Source: an optimization exercise on an open RTL-to-GDS flow (aim: small area and a short achievable clock period). Production flows keep margins and buffers that such runs may drop.
No functional check of the RTL was part of any run shown here.

==> flow/design.v <==
module c_dff
  (clk, reset, active, d, q);
   parameter width = 32;
   parameter offset = 0;
   parameter reset_type = 0;
   parameter [offset:(offset+width)-1] reset_value = {width{1'b0}};
   input clk;
   wire  clk;
   input reset;
   wire  reset;
   input active;
   wire  active;   
   input [offset:(offset+width)-1] d;
   output [offset:(offset+width)-1] q;
   reg [offset:(offset+width)-1] q;
  generate
      case(reset_type)
	0:
	  always @(posedge clk, posedge reset)
	    if(reset)
	      q <= reset_value;
	    else if(active)
	      q <= d;
	1:
	  always @(posedge clk)
	    if(reset)
	      q <= reset_value;
	    else if(active)
	      q <= d;
      endcase 
  endgenerate
endmodule
module STDPmodel_4PWL
(reset, clk, A_pre, A_post, start_replay_phase, W_previous, W_new);
	input reset;
	input clk;
	input A_pre;
	input A_post;
	input start_replay_phase;
	input  [31:0] W_previous;
	output [31:0] W_new;
	reg    [31:0] W_new;
	localparam [31:0] W_MAX = 32'h0020_0000;
	reg [2:0] Count_pre, Count_post;
	always @(posedge clk)
	  if (reset)              Count_pre <= 3'd0;
	  else if (A_pre)         Count_pre <= 3'd6;
	  else if (Count_pre!=0)  Count_pre <= Count_pre - 3'd1;
	always @(posedge clk)
	  if (reset)              Count_post <= 3'd0;
	  else if (A_post)        Count_post <= 3'd6;
	  else if (Count_post!=0) Count_post <= Count_post - 3'd1;
	wire nz     = (Count_pre != 3'd0) && (Count_post != 3'd0);
	wire AdaptW = nz && !reset;
	wire [2:0] Delta_Count = Count_post - Count_pre;
	wire d2 = Delta_Count[2];
	wire [2:0] abs_dc = d2 ? (3'd0 - Delta_Count) : Delta_Count;
	reg AdaptW_2, AdaptW_3, AdaptW_4;
	reg sign_dt_hold, sign_dt_q2, sign_dt_q3, sign_dt_q4;
	wire sign_dt_s1 = AdaptW ? d2 : (AdaptW_4 ? sign_dt_hold : 1'b0);
	always @(posedge clk)
	  if (reset) begin
	    AdaptW_2 <= 1'b0; AdaptW_3 <= 1'b0; AdaptW_4 <= 1'b0;
	    sign_dt_hold <= 1'b0;
	    sign_dt_q2 <= 1'b0; sign_dt_q3 <= 1'b0; sign_dt_q4 <= 1'b0;
	  end else begin
	    AdaptW_2 <= AdaptW; AdaptW_3 <= AdaptW_2; AdaptW_4 <= AdaptW_3;
	    sign_dt_hold <= sign_dt_s1;
	    sign_dt_q2 <= sign_dt_s1; sign_dt_q3 <= sign_dt_q2; sign_dt_q4 <= sign_dt_q3;
	  end
	wire [31:0] ws_in = d2 ? W_previous : (W_MAX - W_previous);
	reg [31:0] Ws_q1, Ws_q2, Ws_q3;
	reg g1, g2, g3;
	always @(posedge clk)
	  if (nz) begin
	    Ws_q1 <= ws_in;  g1 <= d2;
	    Ws_q2 <= Ws_q1;  g2 <= g1;
	    Ws_q3 <= Ws_q2;  g3 <= g2;
	  end
	reg v1, v2, v3;
	always @(posedge clk)
	  if (reset) begin
	    v1 <= 1'b0; v2 <= 1'b0; v3 <= 1'b0;
	  end else if (nz) begin
	    v1 <= 1'b1; v2 <= v1; v3 <= v2;
	  end
	reg        sgn2;
	always @(posedge clk) sgn2 <= d2;
	wire [3:0]  codeT = {d2, abs_dc};
	wire [31:0] ws = Ws_q1;
	reg [17:0] ctl_d;
	always @* begin
	  case (codeT)
	    4'b0001: ctl_d = 18'b110001110100100110;
	    4'b0010: ctl_d = 18'b101011110111001000;
	    4'b0011: ctl_d = 18'b100101011001101110;
	    4'b1001: ctl_d = 18'b100101101001100101;
	    4'b1010: ctl_d = 18'b100011101001000110;
	    4'b1011: ctl_d = 18'b100001101000101001;
	    4'b1100: ctl_d = 18'b011111101000001000;
	    default: ctl_d = 18'b0;
	  endcase
	end
	reg [17:0] ctl;
	always @(posedge clk) ctl <= ctl_d;
	wire [16:0] yh = ws[31:15];
	wire [17:0] bm0 = ({18{ctl[0]}} & {1'b0, yh}) | ({18{ctl[1]}} & {yh, 1'b0});
	wire [17:0] bx0 = bm0 ^ {18{ctl[2]}};
	wire [17:0] bm1 = ({18{ctl[3]}} & {1'b0, yh});
	wire [17:0] bx1 = bm1 ^ {18{ctl[3]}};
	wire [17:0] bm2 = ({18{ctl[5]}} & {yh, 1'b0});
	wire [17:0] bm3 = ({18{ctl[6]}} & {1'b0, yh});
	wire [17:0] bx3 = bm3 ^ {18{ctl[7]}};
	wire [17:0] bm4 = ({18{ctl[8]}} & {1'b0, yh}) | ({18{ctl[9]}} & {yh, 1'b0});
	wire [17:0] bx4 = bm4 ^ {18{ctl[10]}};
	wire [17:0] bm5 = ({18{ctl[10]}} & {yh, 1'b0});
	wire [0:0] lw1 = ws[14:14] & {1{ctl[2]}};
	wire [1:0] lw2 = ws[14:13] & {2{ctl[11]}};
	wire [2:0] lw3 = ws[14:12] & {3{ctl[12]}};
	wire [3:0] lw4 = ws[14:11] & {4{ctl[12]}};
	wire [4:0] lw5 = ws[14:10] & {5{ctl[13]}};
	wire [5:0] lw6 = ws[14:9] & {6{ctl[14]}};
	wire [6:0] lw7 = ws[14:8] & {7{ctl[15]}};
	wire [7:0] lw8 = ws[14:7] & {8{ctl[16]}};
	wire [8:0] lw9 = ws[14:6] & {9{ctl[17]}};
	wire [9:0] lw10 = ws[14:5] & {10{ctl[10]}};
	wire m_s0 = bx0[0] ^ ctl[2] ^ lw1[0];
	wire m_c0 = (bx0[0] & ctl[2]) | (bx0[0] & lw1[0]) | (ctl[2] & lw1[0]);
	wire m_s1 = lw2[0] ^ lw3[0];
	wire m_c1 = lw2[0] & lw3[0];
	wire m_s2 = bx0[1] ^ lw2[1] ^ lw3[1];
	wire m_c2 = (bx0[1] & lw2[1]) | (bx0[1] & lw3[1]) | (lw2[1] & lw3[1]);
	wire m_s3 = lw4[1] ^ lw5[1];
	wire m_c3 = lw4[1] & lw5[1];
	wire m_s4 = bx0[2] ^ bx1[0] ^ ctl[3];
	wire m_c4 = (bx0[2] & bx1[0]) | (bx0[2] & ctl[3]) | (bx1[0] & ctl[3]);
	wire m_s5 = lw3[2] ^ lw4[2] ^ lw5[2];
	wire m_c5 = (lw3[2] & lw4[2]) | (lw3[2] & lw5[2]) | (lw4[2] & lw5[2]);
	wire m_s6 = bx0[3] ^ bx1[1] ^ lw4[3];
	wire m_c6 = (bx0[3] & bx1[1]) | (bx0[3] & lw4[3]) | (bx1[1] & lw4[3]);
	wire m_s7 = bx0[4] ^ bx1[2];
	wire m_c7 = bx0[4] & bx1[2];
	wire m_s8 = m_s0 ^ m_s1 ^ lw4[0];
	wire m_c8 = (m_s0 & m_s1) | (m_s0 & lw4[0]) | (m_s1 & lw4[0]);
	wire m_s9 = lw5[0] ^ lw6[0];
	wire m_c9 = lw5[0] & lw6[0];
	wire m_s10 = m_s2 ^ m_s3 ^ lw6[1];
	wire m_c10 = (m_s2 & m_s3) | (m_s2 & lw6[1]) | (m_s3 & lw6[1]);
	wire m_s11 = lw7[1] ^ lw8[1] ^ lw9[1];
	wire m_c11 = (lw7[1] & lw8[1]) | (lw7[1] & lw9[1]) | (lw8[1] & lw9[1]);
	wire m_s12 = lw10[1] ^ m_c0;
	wire m_c12 = lw10[1] & m_c0;
	wire m_s13 = m_s4 ^ m_s5 ^ lw6[2];
	wire m_c13 = (m_s4 & m_s5) | (m_s4 & lw6[2]) | (m_s5 & lw6[2]);
	wire m_s14 = lw7[2] ^ lw8[2] ^ lw9[2];
	wire m_c14 = (lw7[2] & lw8[2]) | (lw7[2] & lw9[2]) | (lw8[2] & lw9[2]);
	wire m_s15 = lw10[2] ^ m_c2 ^ m_c3;
	wire m_c15 = (lw10[2] & m_c2) | (lw10[2] & m_c3) | (m_c2 & m_c3);
	wire m_s16 = m_s6 ^ lw5[3] ^ lw6[3];
	wire m_c16 = (m_s6 & lw5[3]) | (m_s6 & lw6[3]) | (lw5[3] & lw6[3]);
	wire m_s17 = lw7[3] ^ lw8[3] ^ lw9[3];
	wire m_c17 = (lw7[3] & lw8[3]) | (lw7[3] & lw9[3]) | (lw8[3] & lw9[3]);
	wire m_s18 = lw10[3] ^ m_c4 ^ m_c5;
	wire m_c18 = (lw10[3] & m_c4) | (lw10[3] & m_c5) | (m_c4 & m_c5);
	wire m_s19 = m_s7 ^ bm2[0] ^ lw5[4];
	wire m_c19 = (m_s7 & bm2[0]) | (m_s7 & lw5[4]) | (bm2[0] & lw5[4]);
	wire m_s20 = lw6[4] ^ lw7[4] ^ lw8[4];
	wire m_c20 = (lw6[4] & lw7[4]) | (lw6[4] & lw8[4]) | (lw7[4] & lw8[4]);
	wire m_s21 = lw9[4] ^ lw10[4] ^ m_c6;
	wire m_c21 = (lw9[4] & lw10[4]) | (lw9[4] & m_c6) | (lw10[4] & m_c6);
	wire m_s22 = bx0[5] ^ bx1[3] ^ bm2[1];
	wire m_c22 = (bx0[5] & bx1[3]) | (bx0[5] & bm2[1]) | (bx1[3] & bm2[1]);
	wire m_s23 = lw6[5] ^ lw7[5] ^ lw8[5];
	wire m_c23 = (lw6[5] & lw7[5]) | (lw6[5] & lw8[5]) | (lw7[5] & lw8[5]);
	wire m_s24 = lw9[5] ^ lw10[5] ^ m_c7;
	wire m_c24 = (lw9[5] & lw10[5]) | (lw9[5] & m_c7) | (lw10[5] & m_c7);
	wire m_s25 = bx0[6] ^ bx1[4] ^ bm2[2];
	wire m_c25 = (bx0[6] & bx1[4]) | (bx0[6] & bm2[2]) | (bx1[4] & bm2[2]);
	wire m_s26 = bx3[0] ^ ctl[7] ^ lw7[6];
	wire m_c26 = (bx3[0] & ctl[7]) | (bx3[0] & lw7[6]) | (ctl[7] & lw7[6]);
	wire m_s27 = lw8[6] ^ lw9[6] ^ lw10[6];
	wire m_c27 = (lw8[6] & lw9[6]) | (lw8[6] & lw10[6]) | (lw9[6] & lw10[6]);
	wire m_s28 = bx0[7] ^ bx1[5] ^ bm2[3];
	wire m_c28 = (bx0[7] & bx1[5]) | (bx0[7] & bm2[3]) | (bx1[5] & bm2[3]);
	wire m_s29 = bx3[1] ^ lw8[7] ^ lw9[7];
	wire m_c29 = (bx3[1] & lw8[7]) | (bx3[1] & lw9[7]) | (lw8[7] & lw9[7]);
	wire m_s30 = bx0[8] ^ bx1[6] ^ bm2[4];
	wire m_c30 = (bx0[8] & bx1[6]) | (bx0[8] & bm2[4]) | (bx1[6] & bm2[4]);
	wire m_s31 = bx3[2] ^ bx4[0] ^ ctl[10];
	wire m_c31 = (bx3[2] & bx4[0]) | (bx3[2] & ctl[10]) | (bx4[0] & ctl[10]);
	wire m_s32 = bx0[9] ^ bx1[7] ^ bm2[5];
	wire m_c32 = (bx0[9] & bx1[7]) | (bx0[9] & bm2[5]) | (bx1[7] & bm2[5]);
	wire m_s33 = bx0[10] ^ bx1[8];
	wire m_c33 = bx0[10] & bx1[8];
	wire m_s34 = bx0[11] ^ bx1[9];
	wire m_c34 = bx0[11] & bx1[9];
	wire m_s35 = bx0[12] ^ bx1[10];
	wire m_c35 = bx0[12] & bx1[10];
	wire m_s36 = bx0[13] ^ bx1[11];
	wire m_c36 = bx0[13] & bx1[11];
	wire m_s37 = bx0[14] ^ bx1[12];
	wire m_c37 = bx0[14] & bx1[12];
	wire m_s38 = bx0[15] ^ bx1[13];
	wire m_c38 = bx0[15] & bx1[13];
	wire m_s39 = bx0[16] ^ bx1[14];
	wire m_c39 = bx0[16] & bx1[14];
	wire m_s40 = bx0[17] ^ bx1[15];
	wire m_c40 = bx0[17] & bx1[15];
	wire m_s41 = ~ctl[2] ^ bx1[16] ^ bm2[14];
	wire m_c41 = (~ctl[2] & bx1[16]) | (~ctl[2] & bm2[14]) | (bx1[16] & bm2[14]);
	wire m_s42 = bx1[17] ^ bm2[15];
	wire m_c42 = bx1[17] & bm2[15];
	wire m_s43 = m_s8 ^ m_s9 ^ lw7[0];
	wire m_c43 = (m_s8 & m_s9) | (m_s8 & lw7[0]) | (m_s9 & lw7[0]);
	wire m_s44 = m_s10 ^ m_s11 ^ m_s12;
	wire m_c44 = (m_s10 & m_s11) | (m_s10 & m_s12) | (m_s11 & m_s12);
	wire m_s45 = m_c1 ^ m_c8;
	wire m_c45 = m_c1 & m_c8;
	wire m_s46 = m_s13 ^ m_s14 ^ m_s15;
	wire m_c46 = (m_s13 & m_s14) | (m_s13 & m_s15) | (m_s14 & m_s15);
	wire m_s47 = m_c10 ^ m_c11 ^ m_c12;
	wire m_c47 = (m_c10 & m_c11) | (m_c10 & m_c12) | (m_c11 & m_c12);
	wire m_s48 = m_s16 ^ m_s17 ^ m_s18;
	wire m_c48 = (m_s16 & m_s17) | (m_s16 & m_s18) | (m_s17 & m_s18);
	wire m_s49 = m_c13 ^ m_c14 ^ m_c15;
	wire m_c49 = (m_c13 & m_c14) | (m_c13 & m_c15) | (m_c14 & m_c15);
	wire m_s50 = m_s19 ^ m_s20 ^ m_s21;
	wire m_c50 = (m_s19 & m_s20) | (m_s19 & m_s21) | (m_s20 & m_s21);
	wire m_s51 = m_c16 ^ m_c17 ^ m_c18;
	wire m_c51 = (m_c16 & m_c17) | (m_c16 & m_c18) | (m_c17 & m_c18);
	wire m_s52 = m_s22 ^ m_s23 ^ m_s24;
	wire m_c52 = (m_s22 & m_s23) | (m_s22 & m_s24) | (m_s23 & m_s24);
	wire m_s53 = m_c19 ^ m_c20 ^ m_c21;
	wire m_c53 = (m_c19 & m_c20) | (m_c19 & m_c21) | (m_c20 & m_c21);
	wire m_s54 = m_s25 ^ m_s26 ^ m_s27;
	wire m_c54 = (m_s25 & m_s26) | (m_s25 & m_s27) | (m_s26 & m_s27);
	wire m_s55 = m_c22 ^ m_c23 ^ m_c24;
	wire m_c55 = (m_c22 & m_c23) | (m_c22 & m_c24) | (m_c23 & m_c24);
	wire m_s56 = m_s28 ^ m_s29 ^ lw10[7];
	wire m_c56 = (m_s28 & m_s29) | (m_s28 & lw10[7]) | (m_s29 & lw10[7]);
	wire m_s57 = m_c25 ^ m_c26 ^ m_c27;
	wire m_c57 = (m_c25 & m_c26) | (m_c25 & m_c27) | (m_c26 & m_c27);
	wire m_s58 = m_s30 ^ m_s31 ^ lw9[8];
	wire m_c58 = (m_s30 & m_s31) | (m_s30 & lw9[8]) | (m_s31 & lw9[8]);
	wire m_s59 = lw10[8] ^ m_c28 ^ m_c29;
	wire m_c59 = (lw10[8] & m_c28) | (lw10[8] & m_c29) | (m_c28 & m_c29);
	wire m_s60 = m_s32 ^ bx3[3] ^ bx4[1];
	wire m_c60 = (m_s32 & bx3[3]) | (m_s32 & bx4[1]) | (bx3[3] & bx4[1]);
	wire m_s61 = lw10[9] ^ m_c30 ^ m_c31;
	wire m_c61 = (lw10[9] & m_c30) | (lw10[9] & m_c31) | (m_c30 & m_c31);
	wire m_s62 = m_s33 ^ bm2[6] ^ bx3[4];
	wire m_c62 = (m_s33 & bm2[6]) | (m_s33 & bx3[4]) | (bm2[6] & bx3[4]);
	wire m_s63 = bx4[2] ^ bm5[0] ^ m_c32;
	wire m_c63 = (bx4[2] & bm5[0]) | (bx4[2] & m_c32) | (bm5[0] & m_c32);
	wire m_s64 = m_s34 ^ bm2[7] ^ bx3[5];
	wire m_c64 = (m_s34 & bm2[7]) | (m_s34 & bx3[5]) | (bm2[7] & bx3[5]);
	wire m_s65 = bx4[3] ^ bm5[1] ^ m_c33;
	wire m_c65 = (bx4[3] & bm5[1]) | (bx4[3] & m_c33) | (bm5[1] & m_c33);
	wire m_s66 = m_s35 ^ bm2[8] ^ bx3[6];
	wire m_c66 = (m_s35 & bm2[8]) | (m_s35 & bx3[6]) | (bm2[8] & bx3[6]);
	wire m_s67 = bx4[4] ^ bm5[2] ^ m_c34;
	wire m_c67 = (bx4[4] & bm5[2]) | (bx4[4] & m_c34) | (bm5[2] & m_c34);
	wire m_s68 = m_s36 ^ bm2[9] ^ bx3[7];
	wire m_c68 = (m_s36 & bm2[9]) | (m_s36 & bx3[7]) | (bm2[9] & bx3[7]);
	wire m_s69 = bx4[5] ^ bm5[3] ^ m_c35;
	wire m_c69 = (bx4[5] & bm5[3]) | (bx4[5] & m_c35) | (bm5[3] & m_c35);
	wire m_s70 = m_s37 ^ bm2[10] ^ bx3[8];
	wire m_c70 = (m_s37 & bm2[10]) | (m_s37 & bx3[8]) | (bm2[10] & bx3[8]);
	wire m_s71 = bx4[6] ^ bm5[4] ^ m_c36;
	wire m_c71 = (bx4[6] & bm5[4]) | (bx4[6] & m_c36) | (bm5[4] & m_c36);
	wire m_s72 = m_s38 ^ bm2[11] ^ bx3[9];
	wire m_c72 = (m_s38 & bm2[11]) | (m_s38 & bx3[9]) | (bm2[11] & bx3[9]);
	wire m_s73 = bx4[7] ^ bm5[5] ^ m_c37;
	wire m_c73 = (bx4[7] & bm5[5]) | (bx4[7] & m_c37) | (bm5[5] & m_c37);
	wire m_s74 = m_s39 ^ bm2[12] ^ bx3[10];
	wire m_c74 = (m_s39 & bm2[12]) | (m_s39 & bx3[10]) | (bm2[12] & bx3[10]);
	wire m_s75 = bx4[8] ^ bm5[6] ^ m_c38;
	wire m_c75 = (bx4[8] & bm5[6]) | (bx4[8] & m_c38) | (bm5[6] & m_c38);
	wire m_s76 = m_s40 ^ bm2[13] ^ bx3[11];
	wire m_c76 = (m_s40 & bm2[13]) | (m_s40 & bx3[11]) | (bm2[13] & bx3[11]);
	wire m_s77 = bx4[9] ^ bm5[7] ^ m_c39;
	wire m_c77 = (bx4[9] & bm5[7]) | (bx4[9] & m_c39) | (bm5[7] & m_c39);
	wire m_s78 = m_s41 ^ bx3[12] ^ bx4[10];
	wire m_c78 = (m_s41 & bx3[12]) | (m_s41 & bx4[10]) | (bx3[12] & bx4[10]);
	wire m_s79 = bm5[8] ^ m_c40 ^ 1'b1;
	wire m_c79 = (bm5[8] & m_c40) | (bm5[8] & 1'b1) | (m_c40 & 1'b1);
	wire m_s80 = m_s42 ^ bx3[13] ^ bx4[11];
	wire m_c80 = (m_s42 & bx3[13]) | (m_s42 & bx4[11]) | (bx3[13] & bx4[11]);
	wire m_s81 = bm5[9] ^ m_c41 ^ 1'b1;
	wire m_c81 = (bm5[9] & m_c41) | (bm5[9] & 1'b1) | (m_c41 & 1'b1);
	wire m_s82 = ~ctl[3] ^ bm2[16] ^ bx3[14];
	wire m_c82 = (~ctl[3] & bm2[16]) | (~ctl[3] & bx3[14]) | (bm2[16] & bx3[14]);
	wire m_s83 = bx4[12] ^ bm5[10] ^ m_c42;
	wire m_c83 = (bx4[12] & bm5[10]) | (bx4[12] & m_c42) | (bm5[10] & m_c42);
	wire m_s84 = bm2[17] ^ bx3[15] ^ bx4[13];
	wire m_c84 = (bm2[17] & bx3[15]) | (bm2[17] & bx4[13]) | (bx3[15] & bx4[13]);
	wire m_s85 = bm5[11] ^ 1'b1;
	wire m_c85 = bm5[11] & 1'b1;
	wire m_s86 = bx3[16] ^ bx4[14] ^ bm5[12];
	wire m_c86 = (bx3[16] & bx4[14]) | (bx3[16] & bm5[12]) | (bx4[14] & bm5[12]);
	wire m_s87 = bx3[17] ^ bx4[15];
	wire m_c87 = bx3[17] & bx4[15];
	wire m_s88 = m_s43 ^ lw8[0];
	wire m_c88 = m_s43 & lw8[0];
	wire m_s89 = m_s44 ^ m_s45 ^ m_c9;
	wire m_c89 = (m_s44 & m_s45) | (m_s44 & m_c9) | (m_s45 & m_c9);
	wire m_s90 = m_s46 ^ m_s47 ^ m_c44;
	wire m_c90 = (m_s46 & m_s47) | (m_s46 & m_c44) | (m_s47 & m_c44);
	wire m_s91 = m_s48 ^ m_s49 ^ m_c46;
	wire m_c91 = (m_s48 & m_s49) | (m_s48 & m_c46) | (m_s49 & m_c46);
	wire m_s92 = m_s50 ^ m_s51 ^ m_c48;
	wire m_c92 = (m_s50 & m_s51) | (m_s50 & m_c48) | (m_s51 & m_c48);
	wire m_s93 = m_s52 ^ m_s53 ^ m_c50;
	wire m_c93 = (m_s52 & m_s53) | (m_s52 & m_c50) | (m_s53 & m_c50);
	wire m_s94 = m_s54 ^ m_s55 ^ m_c52;
	wire m_c94 = (m_s54 & m_s55) | (m_s54 & m_c52) | (m_s55 & m_c52);
	wire m_s95 = m_s56 ^ m_s57 ^ m_c54;
	wire m_c95 = (m_s56 & m_s57) | (m_s56 & m_c54) | (m_s57 & m_c54);
	wire m_s96 = m_s58 ^ m_s59 ^ m_c56;
	wire m_c96 = (m_s58 & m_s59) | (m_s58 & m_c56) | (m_s59 & m_c56);
	wire m_s97 = m_s60 ^ m_s61 ^ m_c58;
	wire m_c97 = (m_s60 & m_s61) | (m_s60 & m_c58) | (m_s61 & m_c58);
	wire m_s98 = m_s62 ^ m_s63 ^ m_c60;
	wire m_c98 = (m_s62 & m_s63) | (m_s62 & m_c60) | (m_s63 & m_c60);
	wire m_s99 = m_s64 ^ m_s65 ^ m_c62;
	wire m_c99 = (m_s64 & m_s65) | (m_s64 & m_c62) | (m_s65 & m_c62);
	wire m_s100 = m_s66 ^ m_s67 ^ m_c64;
	wire m_c100 = (m_s66 & m_s67) | (m_s66 & m_c64) | (m_s67 & m_c64);
	wire m_s101 = m_s68 ^ m_s69 ^ m_c66;
	wire m_c101 = (m_s68 & m_s69) | (m_s68 & m_c66) | (m_s69 & m_c66);
	wire m_s102 = m_s70 ^ m_s71 ^ m_c68;
	wire m_c102 = (m_s70 & m_s71) | (m_s70 & m_c68) | (m_s71 & m_c68);
	wire m_s103 = m_s72 ^ m_s73 ^ m_c70;
	wire m_c103 = (m_s72 & m_s73) | (m_s72 & m_c70) | (m_s73 & m_c70);
	wire m_s104 = m_s74 ^ m_s75 ^ m_c72;
	wire m_c104 = (m_s74 & m_s75) | (m_s74 & m_c72) | (m_s75 & m_c72);
	wire m_s105 = m_s76 ^ m_s77 ^ m_c74;
	wire m_c105 = (m_s76 & m_s77) | (m_s76 & m_c74) | (m_s77 & m_c74);
	wire m_s106 = m_s78 ^ m_s79 ^ m_c76;
	wire m_c106 = (m_s78 & m_s79) | (m_s78 & m_c76) | (m_s79 & m_c76);
	wire m_s107 = m_s80 ^ m_s81 ^ m_c78;
	wire m_c107 = (m_s80 & m_s81) | (m_s80 & m_c78) | (m_s81 & m_c78);
	wire m_s108 = m_s82 ^ m_s83 ^ m_c80;
	wire m_c108 = (m_s82 & m_s83) | (m_s82 & m_c80) | (m_s83 & m_c80);
	wire m_s109 = m_s84 ^ m_s85 ^ m_c82;
	wire m_c109 = (m_s84 & m_s85) | (m_s84 & m_c82) | (m_s85 & m_c82);
	wire m_s110 = m_s86 ^ m_c84 ^ m_c85;
	wire m_c110 = (m_s86 & m_c84) | (m_s86 & m_c85) | (m_c84 & m_c85);
	wire m_s111 = m_s87 ^ bm5[13] ^ m_c86;
	wire m_c111 = (m_s87 & bm5[13]) | (m_s87 & m_c86) | (bm5[13] & m_c86);
	wire m_s112 = ~ctl[7] ^ bx4[16] ^ bm5[14];
	wire m_c112 = (~ctl[7] & bx4[16]) | (~ctl[7] & bm5[14]) | (bx4[16] & bm5[14]);
	wire m_s113 = bx4[17] ^ bm5[15];
	wire m_c113 = bx4[17] & bm5[15];
	wire m_s114 = m_s88 ^ lw9[0];
	wire m_c114 = m_s88 & lw9[0];
	wire m_s115 = m_s89 ^ m_c43 ^ m_c88;
	wire m_c115 = (m_s89 & m_c43) | (m_s89 & m_c88) | (m_c43 & m_c88);
	wire m_s116 = m_s90 ^ m_c45 ^ m_c89;
	wire m_c116 = (m_s90 & m_c45) | (m_s90 & m_c89) | (m_c45 & m_c89);
	wire m_s117 = m_s91 ^ m_c47 ^ m_c90;
	wire m_c117 = (m_s91 & m_c47) | (m_s91 & m_c90) | (m_c47 & m_c90);
	wire m_s118 = m_s92 ^ m_c49 ^ m_c91;
	wire m_c118 = (m_s92 & m_c49) | (m_s92 & m_c91) | (m_c49 & m_c91);
	wire m_s119 = m_s93 ^ m_c51 ^ m_c92;
	wire m_c119 = (m_s93 & m_c51) | (m_s93 & m_c92) | (m_c51 & m_c92);
	wire m_s120 = m_s94 ^ m_c53 ^ m_c93;
	wire m_c120 = (m_s94 & m_c53) | (m_s94 & m_c93) | (m_c53 & m_c93);
	wire m_s121 = m_s95 ^ m_c55 ^ m_c94;
	wire m_c121 = (m_s95 & m_c55) | (m_s95 & m_c94) | (m_c55 & m_c94);
	wire m_s122 = m_s96 ^ m_c57 ^ m_c95;
	wire m_c122 = (m_s96 & m_c57) | (m_s96 & m_c95) | (m_c57 & m_c95);
	wire m_s123 = m_s97 ^ m_c59 ^ m_c96;
	wire m_c123 = (m_s97 & m_c59) | (m_s97 & m_c96) | (m_c59 & m_c96);
	wire m_s124 = m_s98 ^ m_c61 ^ m_c97;
	wire m_c124 = (m_s98 & m_c61) | (m_s98 & m_c97) | (m_c61 & m_c97);
	wire m_s125 = m_s99 ^ m_c63 ^ m_c98;
	wire m_c125 = (m_s99 & m_c63) | (m_s99 & m_c98) | (m_c63 & m_c98);
	wire m_s126 = m_s100 ^ m_c65 ^ m_c99;
	wire m_c126 = (m_s100 & m_c65) | (m_s100 & m_c99) | (m_c65 & m_c99);
	wire m_s127 = m_s101 ^ m_c67 ^ m_c100;
	wire m_c127 = (m_s101 & m_c67) | (m_s101 & m_c100) | (m_c67 & m_c100);
	wire m_s128 = m_s102 ^ m_c69 ^ m_c101;
	wire m_c128 = (m_s102 & m_c69) | (m_s102 & m_c101) | (m_c69 & m_c101);
	wire m_s129 = m_s103 ^ m_c71 ^ m_c102;
	wire m_c129 = (m_s103 & m_c71) | (m_s103 & m_c102) | (m_c71 & m_c102);
	wire m_s130 = m_s104 ^ m_c73 ^ m_c103;
	wire m_c130 = (m_s104 & m_c73) | (m_s104 & m_c103) | (m_c73 & m_c103);
	wire m_s131 = m_s105 ^ m_c75 ^ m_c104;
	wire m_c131 = (m_s105 & m_c75) | (m_s105 & m_c104) | (m_c75 & m_c104);
	wire m_s132 = m_s106 ^ m_c77 ^ m_c105;
	wire m_c132 = (m_s106 & m_c77) | (m_s106 & m_c105) | (m_c77 & m_c105);
	wire m_s133 = m_s107 ^ m_c79 ^ m_c106;
	wire m_c133 = (m_s107 & m_c79) | (m_s107 & m_c106) | (m_c79 & m_c106);
	wire m_s134 = m_s108 ^ m_c81 ^ m_c107;
	wire m_c134 = (m_s108 & m_c81) | (m_s108 & m_c107) | (m_c81 & m_c107);
	wire m_s135 = m_s109 ^ m_c83 ^ m_c108;
	wire m_c135 = (m_s109 & m_c83) | (m_s109 & m_c108) | (m_c83 & m_c108);
	wire m_s136 = m_s110 ^ m_c109 ^ 1'b1;
	wire m_c136 = (m_s110 & m_c109) | (m_s110 & 1'b1) | (m_c109 & 1'b1);
	wire m_s137 = m_s111 ^ m_c110 ^ 1'b1;
	wire m_c137 = (m_s111 & m_c110) | (m_s111 & 1'b1) | (m_c110 & 1'b1);
	wire m_s138 = m_s112 ^ m_c87 ^ m_c111;
	wire m_c138 = (m_s112 & m_c87) | (m_s112 & m_c111) | (m_c87 & m_c111);
	wire m_s139 = m_s113 ^ m_c112 ^ 1'b1;
	wire m_c139 = (m_s113 & m_c112) | (m_s113 & 1'b1) | (m_c112 & 1'b1);
	wire m_s140 = ~ctl[10] ^ bm5[16] ^ m_c113;
	wire m_c140 = (~ctl[10] & bm5[16]) | (~ctl[10] & m_c113) | (bm5[16] & m_c113);
	wire m_s141 = bm5[17] ^ 1'b1;
	wire m_c141 = bm5[17] & 1'b1;
	wire [31:0] prod_a = {1'b1, 1'b1, 1'b1, 1'b1, m_s141, m_s140, m_s139, m_s138, m_s137, m_s136, m_s135, m_s134, m_s133, m_s132, m_s131, m_s130, m_s129, m_s128, m_s127, m_s126, m_s125, m_s124, m_s123, m_s122, m_s121, m_s120, m_s119, m_s118, m_s117, m_s116, m_s115, m_s114};
	wire [31:0] prod_b = {1'b0, 1'b0, 1'b0, m_c141, m_c140, m_c139, m_c138, m_c137, m_c136, m_c135, m_c134, m_c133, m_c132, m_c131, m_c130, m_c129, m_c128, m_c127, m_c126, m_c125, m_c124, m_c123, m_c122, m_c121, m_c120, m_c119, m_c118, m_c117, m_c116, m_c115, m_c114, lw10[0]};
	reg [31:0] P3a, P3b;
	reg        sgn3;
	always @(posedge clk) begin
	  P3a  <= prod_a;
	  P3b  <= prod_b;
	  sgn3 <= sgn2;
	end
	wire [31:0] bs = nz ? Ws_q2 : Ws_q3;
	wire        bg = nz ? g2 : g3;
	wire        bv = nz ? v2 : v3;
	wire        e  = bv & ~bg;
	wire [31:0] bq = bv ? (bs ^ {32{~bg}}) : 32'd0;
	wire [31:0] k  = e ? (sgn3 ? 32'hFFDF_FFFF : 32'h0020_0001) : 32'd0;
	wire [31:0] r  = (bq ^ {32{sgn3}}) + P3a + P3b + k;
	reg  [31:0] WB4;
	always @(posedge clk)
	  WB4 <= r ^ {32{sgn3}};
	wire [31:0] W_B = AdaptW_4 ? WB4 : W_previous;
	always @(posedge clk)
	  if (start_replay_phase && (AdaptW_4 || AdaptW) && W_B[31])
	    W_new <= sign_dt_q4 ? 32'd0 : W_MAX;
	  else if (start_replay_phase && (AdaptW_4 || AdaptW))
	    W_new <= W_B;
	  else
	    W_new <= W_previous;
endmodule
==> flow/run.sh <==
#!/bin/bash
# synth_recipe.tcl (not shown) runs the flow's synth.tcl, then flattens the netlist and writes it again
# the make line also repeats each setting of config.mk as NAME=value (left out here)
make -C /OpenROAD-flow-scripts/flow DESIGN_CONFIG=/design/flow/config.mk WORK_HOME=/design/flow/orfs CLKGATE_MAP_FILE= SYNTH_SCRIPT=/design/flow/synth_recipe.tcl finish
==> flow/config.mk <==
export PLATFORM = sky130hd
export DESIGN_NAME = STDPmodel_4PWL
export DESIGN_NICKNAME = STDPmodel_4PWL
export VERILOG_FILES = /design/flow/design.v
export SDC_FILE = /design/flow/constraint.sdc
export NUM_CORES = 4
export LEC_CHECK = 0
export CAP_MARGIN = 20
export CORE_MARGIN = 2
export CORE_UTILIZATION = 40
export SLEW_MARGIN = 20
==> flow/constraint.sdc <==
create_clock -name core_clock -period 7.5 [get_ports {clk}]
set_input_delay 1.5000 -clock core_clock [delete_from_list [all_inputs] [get_ports {clk}]]
set_output_delay 1.5000 -clock core_clock [all_outputs]
set_load 0.01 [all_outputs]
==> impl_metrics.json, run 1 <==
{
  "status": "no timing/DRC/antenna violations",
  "wl_per_cell_microns": 17.4,
  "cts_buffers": 28,
  "gp_congestion": 0.883,
  "die-area_sq_mm": 0.0429,
  "synth_seq_area_share_pct": 34.8,
  "cts_resized": 0,
  "rsz0062_at_grt": "no",
  "syn_avg_cell_area_sq_um": 9.56,
  "root_buffer": "clkbuf_16",
  "drc_errors": 0,
  "endpoint_kind": "flip-flop",
  "grt_usage_pct": 18.7,
  "num_rows": 74,
  "worst_slew_pin_slew_ns": 1.09,
  "drive_gt1_share_pct": 4.57,
  "nNetsFinal": 2016,
  "dpl.hpwl_mm": 29.4,
  "clk_pin_slew_ns": 0.06,
  "r2r_end": "WB4[29]$_DFF_P_",
  "skew_ns": 0.0121,
  "final_core_util_pct": 45.6,
  "dominantRegCellSynth": "dfxtp_1",
  "die_h_microns": 207,
  "drt-total-wl_mm": 40.0,
  "place_area_sq_mm": 0.0176,
  "overflow": 0,
  "synth_edf_count": 66,
  "die_x_microns": 207,
  "crit_type": "flip-flop to flip-flop",
  "finalCritPeriodShare_pct": 78.8,
  "path_delay_family": "compound AO/OA/AOI/OAI gates",
  "setup_viol": 0,
  "r2r_setup_slack_ns": 1.59,
  "critPathMaxStageDelay_ns": 0.89,
  "cts_buffer_depth": 3,
  "synth_most_common_cell": "nand2_1",
  "synthTopCellsByArea": "dfxtp_1 (23%), fa_1 (17%), edfxtp_1 (12%)",
  "synth.distinct_cells": 63,
  "yosys_warnings": 1,
  "worstPathRequired_ns": 7.96,
  "ios": 69,
  "relSlewSlack_pct": 27.2,
  "area.growth.synth_to_final_pct": 12.6,
  "place_inst": 2251,
  "final_cell_count_no_fill": 2303,
  "grt_pass1_vias": 11800,
  "hold_violations": 0,
  "ff2ff_path_depth": 19,
  "ys_seq_elements": 254,
  "rr_startpoint": "Count_post[1]$_SDFFE_PP0P_",
  "hold_path_depth": 0,
  "drv_cap": 0,
  "grt_pass1_wl_mm": 64.5,
  "num_vias": 11600,
  "drt_iter0_markers": 655,
  "postCtsHoldBufs": 0,
  "slowest_stage": "and2_2",
  "syn-cell-area_sq_mm": 0.0165,
  "syn_nets": 1991,
  "async_flop_share_pct": 0,
  "synth_cells": 1724,
  "worstHoldEndpoint": "sgn3$_DFF_P_",
  "start_util_pct": 40.5,
  "htreeDepth": 1,
  "crit_path_cell_trace": "or2_1 -> o32ai_4 -> mux2i_4 -> inv_2 -> nor2_1 -> and2_2 -> a21oi_1 -> fa_1 -> inv_1 -> ha_1 -> nor2b_1 -> o2111ai_1 -> a21boi_1 -> o311ai_1 -> a21oi_1 -> a31o_2 -> a31oi_4 -> nor2_1 -> a211oi_1",
  "worstHoldPathType": "flip-flop to flip-flop",
  "drv_slew": 0,
  "fmax_ghz": 0.169,
  "cp_max_fo": 42,
  "cp_num_buf_inv": 2,
  "setup_tns_ns": 0,
  "synth_top_area_cell": "dfxtp_1",
  "antenna_left": 0,
  "crit_arrival_ns": 6.37,
  "cts_setup_buffers": 0,
  "dr.pass1.iters": 7,
  "antenna_found_initial": 0,
  "min-delay-start": "sgn2$_DFF_P_",
  "synth_top_area_share_pct": 22.8,
  "cts_sinks": 254,
  "antenna_cells": 0,
  "port_buffers": 68,
  "tritoncts": "built",
  "yosys-top-cells-count": "nand2_1 (268), dfxtp_1 (188), inv_1 (182), xnor2_1 (151), fa_1 (141)",
  "worstSkewPairLatency_ns": 0.55,
  "viasPerCell": 5.05,
  "grt_max_degree": 71,
  "core_area_sq_mm": 0.0407,
  "start_kind": "flip-flop",
  "fin_crit_ns": 5.91,
  "final_area_sq_mm": 0.0186
}
## worst register-to-register path, cell delays in order (launching register included)
cell and delay [ns]:
dfxtp_1 0.35, or2_1 0.28, o32ai_4 0.25, mux2i_4 0.32, inv_2 0.08, nor2_1 0.22
and2_2 0.90, a21oi_1 0.25, fa_1 0.56, inv_1 0.04, ha_1 0.32, nor2b_1 0.16
o2111ai_1 0.27, a21boi_1 0.14, o311ai_1 0.58, a21oi_1 0.28, a31o_2 0.35, a31oi_4 0.22
nor2_1 0.07, a211oi_1 0.17
## cell usage in the layout (no fill, tap or decap), types with 9 or more instances in the layout
cell type / count
a21oi_1: 112
nor2b_1: 11
nor3b_1: 31
dfxtp_1: 186
clkdlybuf4s50_1: 68
nor2_1: 88
ha_1: 89
clkbuf_1: 9
a21o_1: 18
inv_1: 181
xnor2_1: 150
and2_1: 66
nand2_1: 268
edfxtp_1: 66
buf_4: 13
nand2b_1: 9
a22oi_1: 33
nor3_1: 13
fa_1: 141
clkbuf_16: 29
o21ai_0: 35
xor2_1: 56
## sequential cells by signal, summed over array words and instances (netlist names), 3 cells and up
signal,flops
WB4,32
W_new,32
Ws_q1,32
Ws_q2,32
Ws_q3,32
P3b,29
P3a,28
ctl,17
Count_post,3
Count_pre,3
## per-layer routing
| metal | track usage, % | share of wire (%) | up-vias |
|---|---|---|---|
| li1 | - | - | 5572 |
| met1 | 24.6 | 44 | 5767 |
| met2 | 32.3 | 50 | 224 |
| met3 | 2.53 | 4.1 | 64 |
| met4 | 4.83 | 2.4 | 0 |
| met5 | 0 | 0 | - |
## logic make-up after synthesis
family	Yosys count	share of synthesized area (%)
simple gates	524	14.8
compound gates	235	8.99
fa+ha+maj	230	23.9
xor+xnor	207	11.0
mux	3	0.182
flops	254	34.8
buf+inv	271	6.30
## stage by stage
| step | hold slack [ns] | setup slack (ns) |
|---|---|---|
| global placement | 0.312 | 1.73 |
| detailed placement | 0.315 | 1.58 |
| finish | 0.325 | 1.59 |
| global route | 0.332 | 1.16 |
| floorplan | 0.310 | 1.45 |
| CTS | 0.326 | 1.52 |
## layout make-up
cell class	instances	area, sq um
Clock buffer	41	801
Clock inverter	11	141
Fill cell	3887	22200
Inverter	185	697
Multi-Input combinational cell	1199	9740
Sequential cell	254	5750
Tap cell	532	666
Timing Repair Buffer	81	778
## worst max path at each step
stage / startpoint / end / slack (ns) / cells past startpoint
after floorplan: Count_post[1]$_SDFFE_PP0P_ / WB4[29]$_DFF_P_ / 1.45 / 23
after global placement: Count_post[1]$_SDFFE_PP0P_ / WB4[29]$_DFF_P_ / 1.73 / 19
after detailed placement: Count_post[1]$_SDFFE_PP0P_ / WB4[29]$_DFF_P_ / 1.58 / 21
after CTS: Count_post[1]$_SDFFE_PP0P_ / WB4[29]$_DFF_P_ / 1.52 / 21
after global routing: Count_post[1]$_SDFFE_PP0P_ / WB4[29]$_DFF_P_ / 1.16 / 19
final: Count_post[1]$_SDFFE_PP0P_ / WB4[29]$_DFF_P_ / 1.59 / 19
==> run 2: changes to the inputs <==
--- a/flow/config.mk
+++ b/flow/config.mk
@@ -8,4 +8,5 @@
 export CAP_MARGIN = 20
 export CORE_MARGIN = 2
 export CORE_UTILIZATION = 40
+export SETUP_SLACK_MARGIN = 3.0
 export SLEW_MARGIN = 20
==> run 2 against run 1 <==
Utilization rose by 3.4 points. Global-route usage is 0.94 points higher. Flip-flop and latch count did not move. Routed wire length grew 6.7%. Clock skew is 0.011 ns higher. Synthesized area unchanged. Maximum frequency rose by 26%. Hold slack improved by 0.0088 ns. Worst setup slack gained 1.2 ns. Non-clock buffer count up 68. Critical endpoint is now WB4[28]$_DFF_P_.
==> impl_metrics.json, run 2 <==
{
  "skew_ns": 0.0227,
  "synth_edf_count": 66,
  "mostFrequentLayoutCells": "nand2_1 (265), dfxtp_1 (182), inv_1 (178)",
  "gp_congestion": 0.885,
  "grt_max_degree": 54,
  "num_rows": 74,
  "worstSkewPairLatency_ns": 0.56,
  "endpoint_kind": "flip-flop",
  "synth_top_area_cell": "dfxtp_1",
  "area.growth.synth_to_final_pct": 21.1,
  "start_util_pct": 40.5,
  "port_buffers": 68,
  "drive_gt1_share_pct": 13.2,
  "htreeDepth": 1,
  "fmax_ghz": 0.213,
  "path_delay_family": "compound AO/OA/AOI/OAI gates",
  "cts_sinks": 254,
  "postCtsHoldBufs": 0,
  "syn_nets": 1991,
  "antenna_cells": 0,
  "ys_seq_elements": 254,
  "synth.distinct_cells": 63,
  "overflow": 0,
  "yosys_warnings": 1,
  "fin_crit_ns": 4.68,
  "dominantRegCellSynth": "dfxtp_1",
  "final_area_sq_mm": 0.0200,
  "relSlewSlack_pct": 35.6,
  "hold_violations": 0,
  "die_x_microns": 207,
  "finalCritPeriodShare_pct": 62.5,
  "syn_avg_cell_area_sq_um": 9.56,
  "grt_usage_pct": 19.6,
  "drv_slew": 0,
  "clk_pin_slew_ns": 0.06,
  "syn-cell-area_sq_mm": 0.0165,
  "antenna_found_initial": 0,
  "dr.pass1.iters": 5,
  "place_area_sq_mm": 0.0176,
  "worstHoldPathType": "flip-flop to flip-flop",
  "worst_slew_pin_slew_ns": 0.965,
  "crit_path_cell_trace": "or2_4 -> o32ai_4 -> buf_12 -> mux2i_4 -> nor2_4 -> and2_4 -> buf_6 -> buf_12 -> xnor2_4 -> fa_1 -> inv_2 -> ha_4 -> a21o_1 -> a221oi_4 -> o2111ai_2 -> nor3_4 -> nor3_4 -> a2111oi_4 -> a21oi_2 -> nor4b_2 -> a211oi_1",
  "dpl.hpwl_mm": 29.3,
  "final_core_util_pct": 49.0,
  "setup_tns_ns": 0,
  "core_area_sq_mm": 0.0407,
  "drc_errors": 0,
  "cp_num_buf_inv": 4,
  "async_flop_share_pct": 0,
  "synth_top_area_share_pct": 22.8,
  "slowest_stage": "fa_1",
  "yosys-top-cells-count": "nand2_1 (268), dfxtp_1 (188), inv_1 (182), xnor2_1 (151), fa_1 (141)",
  "synthTopCellsByArea": "dfxtp_1 (23%), fa_1 (17%), edfxtp_1 (12%)",
  "layout_commonest_cell": "nand2_1",
  "wl_per_cell_microns": 18.0,
  "die_h_microns": 207,
  "num_vias": 12100,
  "root_buffer": "clkbuf_16",
  "drt_iter0_markers": 738,
  "status": "no timing/DRC/antenna violations",
  "viasPerCell": 5.09,
  "crit_arrival_ns": 5.11,
  "setup_viol": 0,
  "cts_buffers": 28,
  "rsz0062_at_grt": "yes",
  "tritoncts": "built",
  "antenna_left": 0,
  "grt_pass1_wl_mm": 66.9,
  "cts_buffer_depth": 3,
  "synth_most_common_cell": "nand2_1",
  "cp_max_fo": 6,
  "drt-total-wl_mm": 42.7,
  "synth_seq_area_share_pct": 34.8,
  "nNetsFinal": 2085,
  "start_kind": "flip-flop",
  "drv_cap": 0,
  "ios": 69,
  "critPathMaxStageDelay_ns": 0.52,
  "crit_type": "flip-flop to flip-flop",
  "synth_cells": 1724,
  "worstPathRequired_ns": 7.92,
  "grt_pass1_vias": 12200,
  "die-area_sq_mm": 0.0429
}
## run 2: through the flow
step	std cells	worst slack [ns]	hold WS, ns
after floorplan	1724	3.00	0.310
after global placement	2252	1.87	0.311
after detailed placement	2252	1.78	0.319
after CTS	2346	2.81	0.337
after global routing	2372	2.66	0.344
final	2372	2.82	0.334
## run 2: routing by layer
| metal | up-vias | GRT usage (%) | wire length, microns |
|---|---|---|---|
| met5 | - | 0 | 0 |
| met4 | 0 | 5.49 | 1130 |
| met3 | 68 | 3.29 | 2220 |
| met2 | 281 | 33.1 | 20800 |
| met1 | 5994 | 26.0 | 18500 |
| li1 | 5725 | - | - |
## run 2: cell families after synthesis
logic type	count (synthesis)	synth area share (%)
AND/OR/NAND/NOR	524	14.8
buffers and inverters	271	6.30
flip-flops	254	34.8
AO/OA/AOI/OAI	235	8.99
adder cells (fa/ha/maj)	230	23.9
XOR/XNOR	207	11.0
multiplexers	3	0.182
## run 2: path summary, 6_finish.rpt
kind	from	endpoint	slack, ns	cells after the start
worst max register to register	Count_post[1]$_SDFFE_PP0P_	WB4[28]$_DFF_P_	2.82	21
worst min register to register	sgn2$_DFF_P_	sgn3$_DFF_P_	0.33	0
worst min-delay path	sgn2$_DFF_P_	sgn3$_DFF_P_	0.33	0
worst max-delay path	Count_post[1]$_SDFFE_PP0P_	WB4[28]$_DFF_P_	2.82	21
## run 2: final cells by class
cell class,instances,area [sq um]
multi-input combinational,1199,10300
clock inverter,14,80.1
sequential,254,5760
clock buffer,38,779
tap,532,666
timing repair inverter,1,8.76
inverter,185,711
timing repair buffer,149,1680
fill,3760,20800
## run 2: timing repair
item | in CTS | in global routing
buffers inserted | 33 | 24
setup endpoints to repair | 22 | 15
pin swaps | 25 | 39
cloned | 9 | 2
hold endpoints to repair | 0 | 0
gates resized for setup | 86 | 68

-- what the ideal ports hide --
No port has a modelled driver above. Below, the same layouts with a new extraction and two added sets of constraints.
Step 1: set_driving_cell puts a clkbuf_16 on clk and a buf_2 on each other input, an assumption about the parent block.
Step 2 also shifts input and output timing later by t, the mid clock arrival at the registers, as if the neighbouring blocks saw the same clock.
Three values: ideal, step 1, step 2; two values: the first two.
run | t, ns | setup WS [ns] | worst register clock-pin slew, ns | worst data-port slew with drivers (ns)
run 1 | 0.599 | 1.589 / 1.589 / 1.589 | 0.07 / 0.07 | 0.04
run 2 | 0.601 | 2.815 / 2.815 / 2.815 | 0.06 / 0.06 | 0.04
After both steps setup and hold are still met in every run listed.
